Background: an optimization exercise with open tools, aiming at small area and a short achievable clock period. Do not read the settings as production practice. In this exercise RTL edits were held to simulation tests only and were not proved equivalent to the original.

try-juniper:
## sorter
module sorter#
(
	parameter WIDTH = 16
)
(
	input clk,
	input rst,
	input [WIDTH-1:0] d1,
	input [WIDTH-1:0] d2,
	input [WIDTH-1:0] d3,
	input [WIDTH-1:0] d4,
	input start,
	input [1:0]M,
	output reg done,
	output [4*WIDTH-1:0]y
);
reg [1:0] cnt;       
reg v_r;             
reg first_r;         
reg last_r;          
wire first = ~M[0] | (cnt == 2'd0);
wire last  = ~M[0] | (cnt == 2'd3);
always@(posedge clk, negedge rst)
	begin
		if(!rst)
			begin
				cnt <= 0;
				v_r <= 0;
				first_r <= 0;
				last_r <= 0;
				done <= 0;
			end
		else
			begin
				if(start && M[0])
					cnt <= cnt + 1'b1;
				v_r <= start;
				first_r <= start & first;
				last_r <= start & last;
				done <= last_r;
			end
	end
wire [WIDTH-1:0] d [0:3];
assign d[0] = d1;
assign d[1] = d2;
assign d[2] = d3;
assign d[3] = d4;
wire le_d [0:3][0:3];
genvar gi, gj;
generate
	for(gi = 0; gi < 4; gi = gi + 1)
		for(gj = gi + 1; gj < 4; gj = gj + 1)
  ...
export LEC_CHECK = 0
export CAP_MARGIN = 20
export CORE_MARGIN = 2
export CORE_UTILIZATION = 30
export CTS_BUF_LIST = sky130_fd_sc_hd__clkbuf_8
export SLEW_MARGIN = 20
export SYNTH_HIERARCHICAL = 1
export SYNTH_MINIMUM_KEEP_SIZE = 0
create_clock -name core_clock -period 10.0 [get_ports {clk}]
standard.sh (not shown) runs the stock make flow with config.mk's settings and CLKGATE_MAP_FILE= SYNTH_SCRIPT=/design/flow/synth_recipe.tcl, a recipe that flattens the netlist after the stock synthesis.
==> flow/flow/run.sh <==
#!/bin/bash
# Standard ORFS layout, with two changes: port buffers use the small
# buf_1 cell (repair resizes them where timing needs it), and timing repair
# aims for extra setup slack.
set -euo pipefail
MARGIN=$(cat flow/margin.txt)
bash standard.sh \
	"BUFFER_PORTS_ARGS=-buffer_cell sky130_fd_sc_hd__buf_1" \
	"SETUP_SLACK_MARGIN=$MARGIN" \
	finish > standard.log 2>&1
==> flow/flow/margin.txt <==
6.6
#### Input delta (try-sierra over try-juniper)
- an added SETUP_SLACK_MARGIN of 5
==> flow/run.sh (new file) <==
#!/bin/bash
# synth_recipe.tcl (not shown) runs the flow's synth.tcl, then flattens the netlist and writes it again
# the make line also repeats each setting of config.mk as NAME=value (left out here)
make -C /OpenROAD-flow-scripts/flow DESIGN_CONFIG=/design/flow/config.mk WORK_HOME=/design/flow/orfs CLKGATE_MAP_FILE= SYNTH_SCRIPT=/design/flow/synth_recipe.tcl finish
removed: flow/flow/run.sh
removed: flow/flow/margin.txt
removed: flow/standard.sh
Notes after the runs:
- Summary of the comparison: area of all placed cells without fillers is lower in try-sierra, relative to try-juniper.
- Multi-input gate share of total cell area: try-sierra vs try-juniper down 3.2 points
- try-sierra vs try-juniper on HPWL reported at the end of detailed placement: try-sierra is the higher one.
- Changes observed in try-sierra relative to try-juniper: via count of the routed design shows a reduction of 2.9%; global-route usage shows an increase of 0.16 points.
- NOTE: top fanout value on the critical path in try-sierra exceeds that of try-juniper
- Relative to try-juniper, the cell count of try-sierra is lower by 48.
- In the tables for try-juniper and try-sierra, setup slack reads higher with try-juniper.
Changes in try-willow relative to try-sierra:
- clearing SETUP_SLACK_MARGIN, which used to be 5
- clearing CTS_BUF_LIST, which used to be sky130_fd_sc_hd__clkbuf_8
==> flow/flow/run.sh (new file) <==
#!/bin/bash
# Standard ORFS layout, with two changes: port buffers use the small
# buf_1 cell (repair resizes them where timing needs it), and timing repair
# aims for extra setup slack.
set -euo pipefail
MARGIN=$(cat flow/margin.txt)
bash standard.sh \
	"BUFFER_PORTS_ARGS=-buffer_cell sky130_fd_sc_hd__buf_1" \
	"SETUP_SLACK_MARGIN=$MARGIN" \
	finish > standard.log 2>&1
==> flow/flow/margin.txt (new file) <==
6.5
==> flow/standard.sh (new file) <==
#!/bin/bash
# synth_recipe.tcl (not shown) runs the flow's synth.tcl, then flattens the netlist and writes it again
# the make line also repeats each setting of config.mk as NAME=value (left out here)
make -C /OpenROAD-flow-scripts/flow DESIGN_CONFIG=/design/flow/config.mk WORK_HOME=/design/flow/orfs CLKGATE_MAP_FILE= SYNTH_SCRIPT=/design/flow/synth_recipe.tcl "${@:-finish}"
removed: flow/run.sh
## What came out
- try-sierra → try-willow: upper clock frequency limit went up 20%; placed instance count has remained practically unchanged; sequential cell area share climbed 0.46 points.
diff inputs: try-willow => try-garnet
- putting CELL_PAD_IN_SITES_DETAIL_PLACEMENT at 1 where nothing was set
--- outcome ---
Compared to try-willow, try-garnet leaves less free space in the core.
d2[5] as the launch point of the critical path was reported by try-garnet, and d3[5] by try-willow.
try-garnet ended up with more standard cells than try-willow.
The run showing the greater minimum clock period is try-garnet.
The worst slack at placement of try-garnet falls short of that of try-willow by 0.036 ns.

-- port drivers added, routing unchanged --
No port has a modelled driver above. Below, the same layouts with a new extraction and two added sets of constraints. Step 1 (the two cells are an assumption about what drives the block):
set clk [get_ports {clk}]
set_driving_cell -lib_cell sky130_fd_sc_hd__clkbuf_16 $clk
set_driving_cell -lib_cell sky130_fd_sc_hd__buf_2 [delete_from_list [all_inputs] $clk]
Step 2, shift: input delay + t, output delay - t, t = (earliest + latest rising clock arrival at the registers) / 2. This alone moves slack from input paths to output paths. a / b / c = no drivers / after step 1 / after step 2; a / b = the first two.
run	shift t [ns]	slack for setup (ns)	worst setup path at the end	clock arrival spread, ns	worst register clock-pin slew, ns
try-juniper	0.504	6.600 / 6.585 / 6.122	input to register	0.015 / 0.015	0.10 / 0.10
try-sierra	0.505	5.850 / 5.850 / 5.514	input to register	0.026 / 0.026	0.10 / 0.10
try-willow	0.476	6.534 / 6.525 / 6.088	input to register	0.013 / 0.012	0.07 / 0.07
try-garnet	0.477	6.501 / 6.524 / 6.053	input to register	0.014 / 0.014	0.07 / 0.07
After both steps setup and hold are still met in every run listed. For try-juniper, which loses most, drivers alone change the setup slack by -0.015 ns; drivers and shift together by -0.478 ns.
